This is an optimization exercise on Yosys and OpenROAD, whose aim is small area, not a production implementation.
No functional check of the RTL was part of any run shown here.
Power is estimated from default activity; no workload was simulated.

==> flow/design.v <==
module Contador #(parameter CFG = 1) (
    input wire clk,
    input wire rst,
    input wire clr,
    input wire enable,
    input wire add,              
    input wire [5:0] sel,        
    output reg [3:0] su,
    output reg [2:0] sd,
    output reg [3:0] mu,
    output reg [2:0] md,
    output reg [3:0] hu,
    output reg [1:0] hd
);
    reg [14:0] pre;
    wire tick = enable & (&pre);
    wire su9 = su[3] & su[0];
    wire mu9 = mu[3] & mu[0];
    wire sd5 = sd[2] & ~sd[1];
    wire md5 = md[2] & ~md[1];
    wire hwrap = (hu[3] & hu[0]) | (hd[1] & hu[1] & hu[0]);
    wire c1 = tick & su9;
    wire c2 = c1 & sd5;
    wire c3 = c2 & mu9;
    wire c4 = c3 & md5;
    wire a = (CFG != 0) & add;
    wire i_su = tick | (a & sel[0]);
    wire i_sd = c1 | (a & sel[1]);
    wire i_mu = c2 | (a & sel[2]);
    wire i_md = c3 | (a & sel[3]);
    wire i_hu = c4 | (a & sel[4]);
    wire i_hd = (c4 & hwrap) | (a & sel[5]);
    wire z_hu = a & sel[5] & hd[0] & (hu[3] | hu[2]);
    always @(posedge clk or negedge rst) begin
        if (!rst) begin
            pre <= 15'd0;
            su <= 4'd0; sd <= 3'd0; mu <= 4'd0; md <= 3'd0; hu <= 4'd0; hd <= 2'd0;
        end else if (clr) begin
            pre <= 15'd0;
            su <= 4'd0; sd <= 3'd0; mu <= 4'd0; md <= 3'd0; hu <= 4'd0; hd <= 2'd0;
        end else begin
            if (enable) pre <= pre + 15'd1;
            if (i_su) su <= su9 ? 4'd0 : su + 4'd1;
            if (i_sd) sd <= {sd[1:0], ~sd[2]};
            if (i_mu) mu <= mu9 ? 4'd0 : mu + 4'd1;
            if (i_md) md <= {md[1:0], ~md[2]};
            if (z_hu) hu <= 4'd0;
            else if (i_hu) hu <= hwrap ? 4'd0 : hu + 4'd1;
            if (i_hd) hd <= {hd[0], ~hd[0] & ~hd[1]};
        end
    end
endmodule
module bcd_para_7seg #(parameter KIND = 0) (
    input  wire [3:0] d,
    input  wire blank,
    output wire [6:0] seg
);
    reg [6:0] s;
    always @(*) begin
        s = 7'bxxxxxxx;
        if (KIND == 0) begin
            case (d)
                4'd0: s = 7'b1000000;
                4'd1: s = 7'b1111001;
                4'd2: s = 7'b0100100;
                4'd3: s = 7'b0110000;
                4'd4: s = 7'b0011001;
                4'd5: s = 7'b0010010;
                4'd6: s = 7'b0000010;
                4'd7: s = 7'b1111000;
                4'd8: s = 7'b0000000;
                4'd9: s = 7'b0011000;
                4'd15: s = 7'b1111111;
                default: s = 7'bxxxxxxx;
            endcase
        end else if (KIND == 1) begin
            case (d[2:0])
                3'b000: s = 7'b1000000;
                3'b001: s = 7'b1111001;
                3'b011: s = 7'b0100100;
                3'b111: s = 7'b0110000;
                3'b110: s = 7'b0011001;
                3'b100: s = 7'b0010010;
                3'b101: s = 7'b1111111;
                default: s = 7'bxxxxxxx;
            endcase
        end else begin
            case (d[1:0])
                2'b00: s = 7'b1000000;
                2'b01: s = 7'b1111001;
                2'b10: s = 7'b0100100;
                2'b11: s = 7'b1111111;
                default: s = 7'bxxxxxxx;
            endcase
        end
    end
    assign seg = s;
endmodule
module FSM(
    input wire clk,
    input wire reset,
    input wire btn_mode,
    input wire btn_start,
    input wire btn_change,
    output reg [1:0] st,         
    output reg run,              
    output wire click_mode,
    output wire click_change,
    output wire [5:0] sel        
);
    reg prev_start, prev_change;
    reg [1:0] mode_sync;
    reg mode_stable, prev_mode;
    reg [8:0] db;
    reg [2:0] cd;                
    wire click_start = btn_start & ~prev_start;
    assign click_change = btn_change & ~prev_change;
    assign click_mode = mode_stable & ~prev_mode;
    wire diff = mode_sync[1] ^ mode_stable;
    wire hit = db[0] & ~db[1] & db[2] & ~db[5] & ~db[6] & ~db[7] & ~db[8];
    wire dbfb = ~(db[8] ^ db[1]);
    assign sel[0] = ~cd[2] & ~cd[0];
    assign sel[1] = ~cd[1] & cd[0];
    assign sel[2] = ~cd[2] & cd[1];
    assign sel[3] = cd[2] & cd[0];
    assign sel[4] = cd[1] & ~cd[0];
    assign sel[5] = cd[2] & ~cd[1];
    always @(posedge clk or negedge reset) begin
        if (!reset) begin
            prev_start <= 1'b0;
            prev_change <= 1'b0;
            mode_sync <= 2'b00;
            mode_stable <= 1'b0;
            prev_mode <= 1'b0;
            db <= 9'd0;
            st <= 2'b00;
            run <= 1'b0;
            cd <= 3'b000;
        end else begin
            prev_start <= btn_start;
            prev_change <= btn_change;
            mode_sync <= {mode_sync[0], btn_mode};
            prev_mode <= mode_stable;
            db <= (diff & ~hit) ? {db[7:0], dbfb} : 9'd0;
            if (diff & hit) mode_stable <= mode_sync[1];
            if (click_mode) st <= {st[0], ~st[0] & ~st[1]};
            run <= st[0] & (run ^ click_start);
            if (st[1]) begin
                if (click_start) cd <= {cd[1:0], ~cd[2]};
                else if (click_mode) cd <= 3'b000;
            end
        end
    end
endmodule
module relogio_simples_top(
    input wire btn_mode,
    input wire reset,
    input wire btn_start,
    input wire btn_change,
    input wire clk,
    output wire [6:0] HEX0,
    output wire [6:0] HEX1,
    output wire [6:0] HEX2,
    output wire [6:0] HEX3,
    output wire [6:0] HEX4,
    output wire [6:0] HEX5,
    output wire [2:0] LED
);
    wire [1:0] st;
    wire [2:0] cd;           
    wire [5:0] sel;          
    wire click_change;
    wire click_mode;
    wire run;
    FSM fsm (
        .clk(clk), .reset(reset),
        .btn_mode(btn_mode), .btn_start(btn_start), .btn_change(btn_change),
        .st(st), .run(run), .click_mode(click_mode), .click_change(click_change),
        .sel(sel)
    );
    assign LED[2] = ~(st[0] | st[1]);
    assign LED[1] = st[0];
    assign LED[0] = st[1];
    reg [12:0] pisca_lo;
    reg pisca_hi;
    wire pz = ~|pisca_lo[11:0];
    wire pfb = pisca_lo[12] ^ pisca_lo[4] ^ pisca_lo[1] ^ pisca_lo[0] ^ pz;
    always @(posedge clk or negedge reset)
        if (!reset) begin
            pisca_lo <= 13'd0;
            pisca_hi <= 1'b0;
        end else begin
            pisca_lo <= {pisca_lo[11:0], pfb};
            pisca_hi <= pisca_hi ^ (pisca_lo[12] & pz);
        end
    wire [13:0] pisca = {pisca_hi, pisca_lo};
    wire ca = st[1] & click_change;
    wire [3:0] w_su, w_mu, w_hu;
    wire [2:0] w_sd, w_md;
    wire [1:0] w_hd;
    Contador #(.CFG(1)) watch (
        .clk(clk), .rst(reset), .clr(1'b0), .enable(~st[1]),
        .add(ca), .sel(sel),
        .su(w_su), .sd(w_sd), .mu(w_mu), .md(w_md), .hu(w_hu), .hd(w_hd)
    );
    wire [3:0] c_su, c_mu, c_hu;
    wire [2:0] c_sd, c_md;
    wire [1:0] c_hd;
    Contador #(.CFG(0)) crono (
        .clk(clk), .rst(reset), .clr(~st[0] | btn_change | click_mode), .enable(run),
        .add(1'b0), .sel(6'd0),
        .su(c_su), .sd(c_sd), .mu(c_mu), .md(c_md), .hu(c_hu), .hd(c_hd)
    );
    wire wm = ~st[0];
    wire bl = pisca[13] & st[1];
    bcd_para_7seg #(.KIND(0)) d0 (.d(c_su | (w_su & {4{wm}}) | {4{bl & sel[0]}}), .blank(1'b0), .seg(HEX0));
    bcd_para_7seg #(.KIND(1)) d1 (.d({1'b0, (c_sd | (w_sd & {3{wm}}) | {bl & sel[1], 1'b0, bl & sel[1]}) & ~{1'b0, bl & sel[1], 1'b0}}), .blank(1'b0), .seg(HEX1));
    bcd_para_7seg #(.KIND(0)) d2 (.d(c_mu | (w_mu & {4{wm}}) | {4{bl & sel[2]}}), .blank(1'b0), .seg(HEX2));
    bcd_para_7seg #(.KIND(1)) d3 (.d({1'b0, (c_md | (w_md & {3{wm}}) | {bl & sel[3], 1'b0, bl & sel[3]}) & ~{1'b0, bl & sel[3], 1'b0}}), .blank(1'b0), .seg(HEX3));
    bcd_para_7seg #(.KIND(0)) d4 (.d(c_hu | (w_hu & {4{wm}}) | {4{bl & sel[4]}}), .blank(1'b0), .seg(HEX4));
    bcd_para_7seg #(.KIND(2)) d5 (.d({2'b0, c_hd | (w_hd & {2{wm}}) | {2{bl & sel[5]}}}), .blank(1'b0), .seg(HEX5));
endmodule
==> flow/run.sh <==
#!/bin/bash
# synth_recipe.tcl (not shown) runs the flow's synth.tcl, then flattens the netlist and writes it again
# the make line also repeats each setting of config.mk as NAME=value (left out here)
make -C /OpenROAD-flow-scripts/flow DESIGN_CONFIG=/design/flow/config.mk WORK_HOME=/design/flow/orfs CLKGATE_MAP_FILE= SYNTH_SCRIPT=/design/flow/synth_recipe.tcl finish
==> flow/config.mk <==
export PLATFORM = sky130hd
export DESIGN_NAME = relogio_simples_top
export DESIGN_NICKNAME = relogio_simples_top
export VERILOG_FILES = /design/flow/design.v
export SDC_FILE = /design/flow/constraint.sdc
export NUM_CORES = 4
export LEC_CHECK = 0
export CAP_MARGIN = 20
export CORE_MARGIN = 2
export CORE_UTILIZATION = 40
export SLEW_MARGIN = 20
==> flow/constraint.sdc <==
create_clock -name core_clock -period 10.0 [get_ports {clk}]
set_input_delay 2.0000 -clock core_clock [delete_from_list [all_inputs] [get_ports {clk}]]
set_output_delay 2.0000 -clock core_clock [all_outputs]
set_load 0.01 [all_outputs]
==> impl_metrics.tcl, run 1 <==
set metrics [dict create \
    detail-route-antenna-nets 0 \
    ys.flop_type "dfrtp_1" \
    clock-sinks 105 \
    syn-cell-area_mm2 0.00553 \
    tns_ns 0 \
    clock_path_buffers 2 \
    ys_seq_elements 105 \
    path_max_fanout 21 \
    rsz0062_at_grt "false" \
    maxCapViolations 0 \
    crit_arrival_ns 3.39 \
    grt_pass1_vias 4039 \
    fmax_ghz 0.185 \
    wl_met2_mm 5.59 \
    core_area_mm2 0.0134 \
    ys_types 55 \
    cp_slowest_cell "a211oi_1" \
    start_kind "flip-flop" \
    cts_buffers 9 \
    synth-simple-area-share 0.223 \
    finalPower_w 0.00136 \
    cts_root_buf "clkbuf_16" \
    layout_setup_ws_ns 4.61 \
    min_path_type "flip-flop to flip-flop" \
    nNetsFinal 638 \
    slew_violations 0 \
    crit_type "flip-flop to output pin" \
    peakVddDrop_mv 0.0965 \
    setup_viol 0 \
    power_frac_clock 0.254 \
    ys_async_sr_fraction 1.00 \
    syn_avg_cell_area_um2 9.73 \
    ys_seq_area_frac 0.475 \
    drt-wirelength-per-cell_um 14.8 \
    post_cts_buffers 0 \
    syn_nets 597 \
    synth_top_family_by_area "simple AND/OR/NAND/NOR gates" \
    synth_adder_area_share 0.0520 \
    postCtsHoldBufs 0 \
    slowest_delay_ns 0.68 \
    die_x_um 122 \
    gp_congestion 0.778 \
    grt_max_degree 70 \
    dp_hpwl_mm 8.39 \
    cts_tree "yes" \
    clock_latency_ns 0.36 \
    endpoint_kind "output pin" \
    yosys_warnings 7 \
    port_buffers 49 \
    area_growth_pct 16.4 \
    grt_pass1_wl_mm 20.0 \
    drt-met1-wl_mm 5.61 \
    crit_top_cell "inv_1" \
    internal_power_w 0.000885 \
    p_sw_w 0.000470 \
    relSlewSlack 0.410 \
    die_area_mm2 0.0148 \
    drtIter0Drc 264 \
    crit_buf_inv 3 \
    power_leakage_nw 2.84 \
    fillers 1253 \
    pwr-share-comb 0.336 \
    wl_met3_um 329 \
    synthMuxAreaShare 0.0344 \
    finalWirelength_mm 11.7 \
    drc 0 \
    grt.total_usage 0.170 \
    vias_per_cell 5.25 \
    ios 50 \
    period_minus_slack_ns 5.39 \
    num_vias 4147 \
    required_ns 8.00 \
    die_y_um 122 \
    synth_edf_count 0 \
    syn_inst 569 \
    swShare 0.347 \
    clk_pin_slew_ns 0.07 \
    antenna_cells 0 \
    dr.pass1.iters 4 \
    initial_core_util 0.413 \
    hold_violations 0 \
    fin_skew_ns 0.0113 \
    synth_compound_area_frac 0.116 \
    drive_gt1_frac 0.0603 \
    p_per_area_mw_per_mm2 210 \
    htree_levels 3 \
    antenna_found_initial 0 \
    grt-ovfl-total 0 \
    std_cell_rows 42 \
    finalCritPeriodShare 0.539 \
    cts_resized 0 \
    place_ws_ns 4.96 \
    worstMarginPinSlew_ns 0.885 \
    pwr-share-seq 0.410 \
    status "finished clean" \
    top_layer_used "met4" \
    synth_xor_area_frac 0.0665 \
    path_delay_family "buffers and inverters" \
    crit_chain "inv_1, a211oi_1, inv_1, ha_1, nor4_1, o22ai_1, clkdlybuf4s50_1" \
]
==> logic make-up (layout without fill, tap and decap cells) <==
logic type	count (synthesis)	count (layout)
AOI/OAI and AO/OA	106	106
xor gates and xnor gates	42	42
adders and majority gates	23	23
buffers and inverters	41	86
DFF	105	105
muxes	18	18
and+or+nand+nor	234	234
==> sequential cells by signal (all words and copies together) (netlist names), 4 cells and up <==
name and count:
watch.mu 4, watch.su 4, watch.hu 4, pisca_lo 13
crono.su 4, watch.pre 15, crono.hu 4, fsm.db 9
crono.mu 4, crono.pre 15
==> area by class of cell <==
type / count / area, um^2 / area share
Clock buffer: 9 / 225 / 0.0350
Multi-Input combinational cell: 423 / 2730 / 0.424
Sequential cell: 105 / 2630 / 0.408
Clock inverter: 6 / 60.1 / 0.00933
Inverter: 20 / 75.1 / 0.0117
Timing Repair Buffer: 51 / 503 / 0.0781
Tap cell: 176 / 220 / 0.0342
==> Yosys cell counts (all sizes together), types with 11 or more instances <==
library cell  count  area share
buf              11       0.013
a21oi            39       0.036
nor2b            18       0.020
nand2            61       0.041
inv              20       0.014
nor3             12       0.013
nand2b           13       0.016
nor2             53       0.036
nand4            17       0.020
dfrtp           105        0.47
xnor2            28       0.044
nand3            13       0.012
o21ai            31       0.028
ha               23       0.052
xor2             14       0.022
==> power by group through the flow <==
stage	clock network, W	registers [W]	logic [W]
floorplan	0	0.000528	0.000296
global placement	0	0.000559	0.000450
detailed placement	0	0.000563	0.000460
CTS	0.000355	0.000555	0.000462
global route	0.000376	0.000567	0.000509
finish	0.000344	0.000556	0.000456
==> per-stage QoR <==
| stage | cell area, um^2 | hold slack, ns | std cells | util |
|---|---|---|---|---|
| floorplan | 5530 | 0.331 | 569 | - |
| global placement | 6150 | 0.334 | 775 | 0.459 |
| detailed placement | 6150 | 0.345 | 775 | 0.459 |
| CTS | 6430 | 0.362 | 790 | 0.480 |
| global route | 6440 | 0.371 | 790 | 0.481 |
| finish | 6440 | 0.357 | 790 | 0.481 |
==> cell usage in the layout, fill, tap and decap left out, types with 3 or more instances in the layout <==
| cell type | n |
|---|---|
| nand3_1 | 13 |
| clkinv_4 | 3 |
| nor3b_1 | 3 |
| nor2b_1 | 18 |
| xnor2_1 | 28 |
| mux2i_1 | 10 |
| ha_1 | 23 |
| nor4_1 | 9 |
| inv_8 | 3 |
| buf_4 | 3 |
| o21ai_0 | 31 |
| dfrtp_1 | 105 |
| nor2_1 | 53 |
| and4b_1 | 4 |
| nand2b_1 | 12 |
| and2_1 | 8 |
| o31ai_1 | 4 |
| a21oi_1 | 38 |
| xor2_1 | 14 |
| nand4_1 | 16 |
| a211oi_1 | 3 |
| or3_1 | 4 |
| nor3_1 | 10 |
| nand2_1 | 61 |
| a31oi_1 | 3 |
| nand3b_1 | 4 |
| and3_1 | 6 |
| mux2_2 | 8 |
| nand4b_1 | 3 |
| inv_1 | 20 |
| a21o_1 | 4 |
| clkdlybuf4s50_1 | 48 |
| o211ai_1 | 3 |
| clkbuf_16 | 9 |
==> per-layer routing <==
metal,up-vias,track usage
li1,2063,-
met1,2019,0.235
met3,10,0.0351
met5,-,0
met2,55,0.272
met4,0,0.0474
==> path summary, 6_finish.rpt <==
| kind | from | to | slack [ns] | depth (start not counted) |
|---|---|---|---|---|
| worst max-delay path | fsm.st[0]$_DFFE_PN0P_ | HEX0[5] | 4.61 | 7 |
| worst min-delay path | fsm.mode_sync[0]$_DFF_PN0_ | fsm.mode_sync[1]$_DFF_PN0_ | 0.36 | 0 |
| worst max register to register | fsm.st[0]$_DFFE_PN0P_ | crono.hd[0]$_DFFE_PN0P_ | 7.51 | 6 |
| worst min register to register | fsm.mode_sync[0]$_DFF_PN0_ | fsm.mode_sync[1]$_DFF_PN0_ | 0.36 | 0 |
| max in group asynchronous | reset | watch.mu[3]$_DFFE_PN0P_ | 7.16 | 2 |
| min in group asynchronous | reset | fsm.mode_stable$_DFFE_PN0P_ | 1.59 | 1 |
==> run 2, diff against run 1 <==
==> flow/flow/run.sh (new file) <==
#!/bin/bash
# Own layout flow: the standard ORFS flow with smaller port buffers, a
# clock tree built from small clock buffers without dummy loads, and
# oversized logic cells from synthesis replaced by their smallest variant.
set -euo pipefail
here=$(pwd)
export BUFFER_PORTS_ARGS="-buffer_cell sky130_fd_sc_hd__buf_1"
export CTS_ARGS="-sink_clustering_enable -repair_clock_nets -dont_use_dummy_load -buf_list {sky130_fd_sc_hd__clkbuf_8} -sink_clustering_size 25 -sink_clustering_max_diameter 100"
export PRE_GLOBAL_PLACE_TCL="$here/flow/downsize.tcl"
bash standard.sh finish > "$here/standard_flow.log" 2>&1
==> flow/flow/downsize.tcl (new file) <==
# Replace each logic cell of drive strength above 1 by its _1 (or _0) variant
# when the library has one; timing is checked and repaired later in the flow.
set block [ord::get_db_block]
set n 0
foreach inst [$block getInsts] {
  set m [[$inst getMaster] getName]
  if {[regexp {^(sky130_fd_sc_hd__[a-z0-9]+)_([0-9]+)$} $m -> base drv]} {
    if {$drv > 1 && ![string match "*dfrtp*" $m] && ![string match "*clk*" $m]} {
      foreach d {1 0} {
        set cand "${base}_$d"
        if {[get_lib_cells -quiet */$cand] ne ""} {
          if {$cand ne $m} {
            replace_cell [$inst getName] $cand
            incr n
          }
          break
        }
      }
    }
  }
}
puts "downsize: replaced $n cells"
==> flow/standard.sh (new file) <==
#!/bin/bash
# synth_recipe.tcl (not shown) runs the flow's synth.tcl, then flattens the netlist and writes it again
# the make line also repeats each setting of config.mk as NAME=value (left out here)
make -C /OpenROAD-flow-scripts/flow DESIGN_CONFIG=/design/flow/config.mk WORK_HOME=/design/flow/orfs CLKGATE_MAP_FILE= SYNTH_SCRIPT=/design/flow/synth_recipe.tcl "${@:-finish}"
removed: flow/run.sh
==> run 2 against run 1 <==
Effect of this change: core utilization fell by 3.8 points; hold slack gained 0.012 ns; sequential cell count stayed put; sequential share of layout area up 3.5 points; global-route usage down 1.0 points; area after synthesis did not move; non-clock buffer count rose by 2; first-iteration DRC count increased by 6.8%; critical endpoint unchanged; total power decreased by 17%; cell area is 7.9% lower; register-to-register slack improved by 0.03 ns; synthesized cell count unchanged.
==> impl_metrics.tcl, run 2 <==
set metrics [dict create \
    worstMarginPinSlew_ns 1.01 \
    setup_viol 0 \
    ys_seq_area_frac 0.475 \
    top_regs "crono.pre (15), watch.pre (15), pisca_lo (13)" \
    p_sw_w 0.000422 \
    ys_seq_elements 105 \
    hold_violations 0 \
    clock_path_buffers 2 \
    clk_pin_slew_ns 0.10 \
    die_y_um 122 \
    pwr-share-seq 0.491 \
    endpoint_kind "output pin" \
    ys.flop_type "dfrtp_1" \
    rr_worst_depth 6 \
    internal_power_w 0.000703 \
    min_path_type "flip-flop to flip-flop" \
    ff_latch_area_mm2 0.00263 \
    ys_types 55 \
    finalWirelength_mm 11.2 \
    area_growth_pct 7.21 \
    yosys.area.top_type_share 0.475 \
    cts_buffers 9 \
    syn_inst 569 \
    dp_hpwl_mm 8.16 \
    fillers 1301 \
    synthTopCellsByCount "dfrtp_1 (105), nand2_1 (61), nor2_1 (53)" \
    path_max_fanout 21 \
    synth_edf_count 0 \
    drtIter0Drc 282 \
    power_leakage_nw 2.61 \
    drt-wirelength-per-cell_um 14.3 \
    num_vias 4099 \
    drc 0 \
    syn-cell-area_mm2 0.00553 \
    drive_gt1_frac 0.0230 \
    fmax_ghz 0.195 \
    crit_type "flip-flop to output pin" \
    detail-route-antenna-nets 0 \
    clock-sinks 105 \
    cts_resized 0 \
    postCtsHoldBufs 0 \
    maxCapViolations 0 \
    slew_violations 0 \
    syn_nets 597 \
    rsz0062_at_grt "false" \
    swShare 0.375 \
    cts_root_buf "clkbuf_8" \
    vias_per_cell 5.22 \
    final_common_cell "dfrtp_1" \
    grt.total_usage 0.160 \
    antenna_cells 0 \
    gp_congestion 0.864 \
    r2r_slack_ns 7.54 \
    finalCritPeriodShare 0.512 \
    crit-reg2reg-launch "fsm.st[0]$_DFFE_PN0P_" \
    clock_latency_ns 0.38 \
    syn_avg_cell_area_um2 9.73 \
    antenna_found_initial 0 \
    period_minus_slack_ns 5.12 \
    finalPower_w 0.00113 \
    p_per_area_mw_per_mm2 190 \
    pwr-share-comb 0.323 \
    grt_pass1_vias 3870 \
    yosys.area.top_type "dfrtp_1" \
    port_buffers 49 \
    cts_tree "yes" \
    power_frac_clock 0.186 \
    die_area_mm2 0.0148 \
    cp-endpoint "HEX0[5]" \
    core_area_mm2 0.0134 \
    htree_levels 3 \
    r2r-end "crono.hd[0]$_DFFE_PN0P_" \
    tns_ns 0 \
    relSlewSlack 0.320 \
    synth.area.top_cells "dfrtp_1 (47%), ha_1 (5.2%), xnor2_1 (4.4%)" \
    required_ns 8.00 \
    dr.pass1.iters 4 \
    multiInputGateArea_mm2 0.00267 \
    post_cts_buffers 0 \
    ios 50 \
    nNetsFinal 640 \
    layout_common_cells "dfrtp_1 (105), nand2_1 (61), nor2_1 (53), buf_1 (48), a21oi_1 (39)" \
    final_util 0.443 \
    peakVddDrop_mv 0.0673 \
    std_cell_rows 42 \
    grt_pass1_wl_mm 18.6 \
    ys_async_sr_fraction 1.00 \
    yosys_warnings 7 \
    die_x_um 122 \
    fin_skew_ns 0.0273 \
    synthMostInstantiatedCell "dfrtp_1" \
    grt_max_degree 69 \
    crit_start "fsm.st[0]$_DFFE_PN0P_" \
    crit_arrival_ns 3.12 \
    initial_core_util 0.413 \
    status "finished clean" \
    grt-ovfl-total 0 \
    start_kind "flip-flop" \
]
[run 2: cell counts after synthesis]
Identical to the previous run, type by type.
[run 2: cell families (layout without fill, tap and decap cells)]
kind of cell	after synthesis	after routing	share of synthesized area
buf+inv	41	82	0.0330
flops	105	105	0.475
fa+ha+maj	23	23	0.0520
xor+xnor	42	42	0.0665
compound gates	106	106	0.116
simple gates	234	234	0.223
mux	18	18	0.0344
[run 2: power by group through the flow]
stage	Sequential, W	Combinational, W	Clock (W)
after floorplan	0.000528	0.000296	0
after global placement	0.000557	0.000358	0
after detailed placement	0.000561	0.000366	0
after CTS	0.000553	0.000368	0.000220
after global routing	0.000564	0.000412	0.000237
final	0.000553	0.000363	0.000209
[run 2: worst max-delay path: stages (launching register included)]
cell and delay (ns):
dfrtp_1 0.56, inv_1 0.41, a211oi_1 0.69, inv_1 0.17
ha_1 0.24, nor4_1 0.37, o22ai_1 0.14, buf_1 0.15
[run 2: routing by layer]
metal / routed length, um / GRT usage / part of all wire
met5: 0 / 0 / 0
met4: 125 / 0.0445 / 0.011
met3: 382 / 0.0426 / 0.034
met2: 5170 / 0.249 / 0.46
met1: 5540 / 0.221 / 0.49
[run 2: cell type report]
cell class / count / share of cell area
Clock buffer: 9 / 0.0209
Inverter: 20 / 0.0127
Multi-Input combinational cell: 423 / 0.450
Sequential cell: 105 / 0.443
Tap cell: 176 / 0.0371
Timing Repair Buffer: 53 / 0.0367
[run 2: stage by stage]
| step | setup slack (ns) | area [um^2] | std cells | hold WS [ns] |
|---|---|---|---|---|
| after floorplan | 5.77 | 5530 | 569 | 0.331 |
| after global placement | 5.51 | 5810 | 777 | 0.342 |
| after detailed placement | 5.33 | 5810 | 777 | 0.343 |
| after CTS | 4.88 | 5930 | 786 | 0.367 |
| after global routing | 4.63 | 5930 | 786 | 0.392 |
| final | 4.88 | 5930 | 786 | 0.370 |
[run 2: worst min path at each step]
stage | start | end | slack (ns) | depth (start not counted)
floorplan | fsm.mode_sync[0]$_DFF_PN0_ | fsm.mode_sync[1]$_DFF_PN0_ | 0.33 | 0
global placement | fsm.mode_sync[0]$_DFF_PN0_ | fsm.mode_sync[1]$_DFF_PN0_ | 0.34 | 0
detailed placement | fsm.mode_sync[0]$_DFF_PN0_ | fsm.mode_sync[1]$_DFF_PN0_ | 0.34 | 0
CTS | fsm.mode_sync[0]$_DFF_PN0_ | fsm.mode_sync[1]$_DFF_PN0_ | 0.37 | 0
global route | fsm.mode_sync[0]$_DFF_PN0_ | fsm.mode_sync[1]$_DFF_PN0_ | 0.39 | 0
finish | fsm.mode_sync[0]$_DFF_PN0_ | fsm.mode_sync[1]$_DFF_PN0_ | 0.37 | 0

-- static timing again, ports no longer ideal --
The results above use ideal ports. As a check the final layouts listed here were re-extracted and re-timed, cells and wires unchanged.
Step 1, drivers: a clkbuf_16 drives clk and a buf_2 each remaining input, both assumed.
Step 2 times the ports against the registers' clock, not the clock port: input delays grow and output delays shrink by t, the midpoint of the rising clock arrivals with the driver on.
a / b / c = ideal / step 1 / step 2; a / b = the first two.
run | t, ns | setup slack, ns | worst data-port slew with drivers (ns) | pins driven straight from the clock port
run 1 | 0.387 | 4.606 / 4.570 / 4.957 | 0.03 | 1
run 2 | 0.403 | 4.881 / 4.845 / 5.248 | 0.05 | 1
After both steps every run listed still meets setup and hold.
